What follows belongs to an exercise in optimizing a design on an open flow for small area; a production flow would make more cautious choices.
Function was checked by simulation only, so behaviour that the tests miss may differ from the original.
Power is estimated from default activity; no workload was simulated. The flow treats the clock pin as an ideal source, which a real chip does not have.

==> flow/design.v <==
module moving_average_accumulator #(
    parameter integer Exponent = 5,   
    parameter integer DataWidth = 16
) (
    input wire clk,
    input wire reset,
    input wire unsigned [DataWidth-1:0] d_in,
    output reg unsigned [DataWidth-1:0] d_out
);
  reg [15:0] sample_buffer[31];
  reg [15:0] old_n;
  reg [4:0] age;
  reg [8:0] lo;         
  reg carry_b;   
  reg [7:0] hi_delta;
  wire oldest_valid = &age;
  wire age_in = ~(age[4] ^ age[2]) | (age == 5'b01111);
  integer i;
  always_ff @(posedge clk) begin
    sample_buffer[0] <= d_in;
    for (i = 1; i < 31; i++) begin
      sample_buffer[i] <= sample_buffer[i-1];
    end
  end
  wire [8:0] ls = lo ^ d_in[8:0] ^ old_n[8:0];
  wire [8:0] lc = (lo & d_in[8:0]) | (lo & old_n[8:0]) | (d_in[8:0] & old_n[8:0]);
  wire lc_top = (lo[8] | d_in[8]) & (lo[8] | old_n[8]) & (d_in[8] | old_n[8]);
  wire [9:0] lr;
  wire [8:0] lsum;
  assign lr[0] = 1'b1;
  genvar g;
  generate
    for (g = 0; g < 9; g = g + 1) begin : g_lo
      wire a = ls[g];
      wire b = (g == 0) ? 1'b0 : lc[g-1];
      assign lsum[g] = a ^ b ^ lr[g];
      assign lr[g+1] = (a & b) | (a & lr[g]) | (b & lr[g]);
    end
  endgenerate
  wire [7:0] hx = {d_in[15], d_in[15:9]};
  wire [7:0] ho = {old_n[15], old_n[15:9]};
  wire [8:0] hr;
  wire [7:0] hsum;
  assign hr[0] = lc_top;
  generate
    for (g = 0; g < 8; g = g + 1) begin : g_hd
      assign hsum[g] = hx[g] ^ ho[g] ^ hr[g];
      assign hr[g+1] = (hx[g] | ho[g]) & (hx[g] | hr[g]) & (ho[g] | hr[g]);
    end
  endgenerate
  wire [11:0] hh = d_out[15:4];
  wire [11:0] hd = {{4{hi_delta[7]}}, hi_delta};
  wire [12:0] ur;
  wire [11:0] usum;
  assign ur[0] = carry_b;
  generate
    for (g = 0; g < 12; g = g + 1) begin : g_hi
      assign usum[g] = hh[g] ^ hd[g] ^ ur[g];
      assign ur[g+1] = (hh[g] | hd[g]) & (hh[g] | ur[g]) & (hd[g] | ur[g]);
    end
  endgenerate
  always_ff @(posedge clk or posedge reset) begin
    if (reset) begin
      d_out    <= '0;
      old_n    <= '1;
      lo       <= '0;
      carry_b  <= 1'b1;
      hi_delta <= '1;
      age      <= 5'b11110;
    end else begin
      lo       <= lsum;
      old_n    <= ~(sample_buffer[30] & {16{oldest_valid}});
      carry_b  <= lr[9];
      hi_delta <= hsum;
      d_out    <= {usum, lo[8:5]};
      age      <= {age[3:0], age_in};
    end
  end
endmodule
export LEC_CHECK = 0
export CAP_MARGIN = 20
export CORE_MARGIN = 2
export CORE_UTILIZATION = 40
export SLEW_MARGIN = 20
create_clock -name core_clock -period 6.0 [get_ports {clk}]
standard.sh (not shown) runs the stock make flow with config.mk's settings and CLKGATE_MAP_FILE= SYNTH_SCRIPT=/design/flow/synth_recipe.tcl, a recipe that flattens the netlist after the stock synthesis.
==> flow/flow/run.sh <==
#!/bin/bash
# Standard ORFS layout (the standard.sh), with two changes:
#  - ports are buffered with the smallest buffer, sky130_fd_sc_hd__buf_1;
#  - clock tree synthesis clusters up to 13 flip-flops within 40 um per sky130_fd_sc_hd__buf_4
#    (the buffer with the most drive per area) and inserts no dummy loads.
set -euo pipefail
export BUFFER_PORTS_ARGS="-buffer_cell sky130_fd_sc_hd__buf_1"
export CTS_ARGS="-sink_clustering_enable -repair_clock_nets -sink_clustering_size 13 -sink_clustering_max_diameter 40 -buf_list sky130_fd_sc_hd__buf_4 -dont_use_dummy_load"
bash standard.sh finish > standard.log 2>&1
The baseline ran to the end with no violations.
==> next run, changes <==
==> flow/flow/run.sh (replaced) <==
#!/bin/bash
# Standard ORFS layout (the standard.sh), with two changes:
#  - ports are buffered with the smallest buffer, sky130_fd_sc_hd__buf_1;
#  - clock tree synthesis clusters up to 35 flip-flops within 70 um per sky130_fd_sc_hd__clkbuf_16
#    and inserts no dummy loads.
set -euo pipefail
export BUFFER_PORTS_ARGS="-buffer_cell sky130_fd_sc_hd__buf_1"
export CTS_ARGS="-sink_clustering_enable -repair_clock_nets -sink_clustering_size 35 -sink_clustering_max_diameter 70 -buf_list sky130_fd_sc_hd__clkbuf_16 -dont_use_dummy_load"
bash standard.sh finish > standard.log 2>&1
The changed run ran to the end with no violations.
Global-route usage is lower by 0.58 points.
Design area is higher slightly.
Hold slack improves by 0.0044 ns.
Utilization rose by 0.35 points.
Synthesized area is unchanged.
Via count went down by a few percent.
Sequential power is about the same.
Setup slack loses 0.038 ns.
Count of clock-buffer cells in the layout shrinks by 30.
Synthesized cell count is unchanged.
Routed wire length fell by a few percent.


run P:
Another version of the RTL of moving_average_accumulator (not shown whole).
Size: about 630 cells after synthesis, roughly 34 I/O pins, about 12000 um^2 of cells after synthesis.
// moving_average_accumulator
module moving_average_accumulator #(
    parameter integer Exponent = 5,   
    parameter integer DataWidth = 16
) (
    input wire clk,
    input wire reset,
    input wire unsigned [DataWidth-1:0] d_in,
    output reg unsigned [DataWidth-1:0] d_out
);
make LEC_CHECK=0 CAP_MARGIN=20 CORE_MARGIN=2 CORE_UTILIZATION=40 CTS_BUF_LIST=sky130_fd_sc_hd__clkbuf_16 CTS_CLUSTER_DIAMETER=60 CTS_CLUSTER_SIZE=30 SLEW_MARGIN=20 finish   # period 6.0 ns
run.sh (not shown) runs the stock make flow with config.mk's settings and CLKGATE_MAP_FILE= SYNTH_SCRIPT=/design/flow/synth_recipe.tcl, a recipe that flattens the netlist after the stock synthesis.
Stock flow here: none of the scripts above is used.
Run P finished every step from synthesis to the final layout, and the layout passed the timing, DRC and antenna checks.
### run P -> run H
- removing CTS_CLUSTER_SIZE (formerly 30)
- removing CTS_BUF_LIST (formerly sky130_fd_sc_hd__clkbuf_16)
- removing CTS_CLUSTER_DIAMETER (formerly 60)
==> flow/flow/run.sh (new file) <==
#!/bin/bash
# Standard ORFS layout (the standard.sh), with two changes:
#  - ports are buffered with the smallest buffer, sky130_fd_sc_hd__buf_1;
#  - clock tree synthesis clusters up to 35 flip-flops within 70 um per sky130_fd_sc_hd__clkbuf_16
#    and inserts no dummy loads.
set -euo pipefail
export BUFFER_PORTS_ARGS="-buffer_cell sky130_fd_sc_hd__buf_1"
export CTS_ARGS="-sink_clustering_enable -repair_clock_nets -sink_clustering_size 35 -sink_clustering_max_diameter 70 -buf_list sky130_fd_sc_hd__clkbuf_16 -dont_use_dummy_load"
bash standard.sh finish > standard.log 2>&1
==> flow/standard.sh (new file) <==
#!/bin/bash
# synth_recipe.tcl (not shown) runs the flow's synth.tcl, then flattens the netlist and writes it again
# the make line also repeats each setting of config.mk as NAME=value (left out here)
make -C /OpenROAD-flow-scripts/flow DESIGN_CONFIG=/design/flow/config.mk WORK_HOME=/design/flow/orfs CLKGATE_MAP_FILE= SYNTH_SCRIPT=/design/flow/synth_recipe.tcl "${@:-finish}"
removed: flow/run.sh
Notes after the runs:
- Between run P and run H, the final hold slack is higher for run P.
- Required time of the critical path: run H vs run P, no meaningful difference
- Delta (run H minus run P): portion of the layout cell area used by clock cells lower, part of the cycle the worst path needs moved down, share of total power in the clock network went down, post-detailed-routing wire length went down, post-placement setup slack now sits higher.
- Compared with run P, in run H cell count saw a decrease, post-layout worst setup margin saw an increase.
- Global-route total usage across every layer delta for run H relative to run P: 0.96 points lower
- On run H: data arrival time of the worst path is 280 ps lower than what run P gave.

## re-timing with driven ports
In the flow no input, the clock included, has a driving cell. The finished layouts below were timed again as built, in two steps.
Step 1: set_driving_cell puts a clkbuf_16 on clk and a buf_2 on each other input, an assumption about the parent block.
Step 2 adds t to the input delays and takes it off the output delays; t is the mean of the earliest and latest rising clock arrival at the registers after step 1. Input paths then give back, and output paths get back, about the clock's delay inside the block.
Three values: ideal, step 1, step 2; two values: the first two.
| run | t, ns | setup WS [ns] | hold slack, ns | worst register clock-pin slew, ns |
|---|---|---|---|---|
| the first run of note 1 | 0.599 | 0.852 / 0.852 / 0.288 | 0.306 / 0.306 / 0.306 | 0.12 / 0.12 |
| the second run of note 1 | 0.554 | 0.814 / 0.836 / 0.282 | 0.310 / 0.310 / 0.310 | 0.12 / 0.12 |
| run P | 0.578 | 0.941 / 0.958 / 0.380 | 0.325 / 0.325 / 0.325 | 0.11 / 0.11 |
| run H | 0.561 | 1.241 / 1.241 / 0.766 | 0.312 / 0.312 / 0.312 | 0.12 / 0.12 |
After both steps every run listed still meets setup and hold. The setup slack of the first run of note 1, which loses most, moves by 0.000 ns with the drivers and by -0.564 ns with both steps.
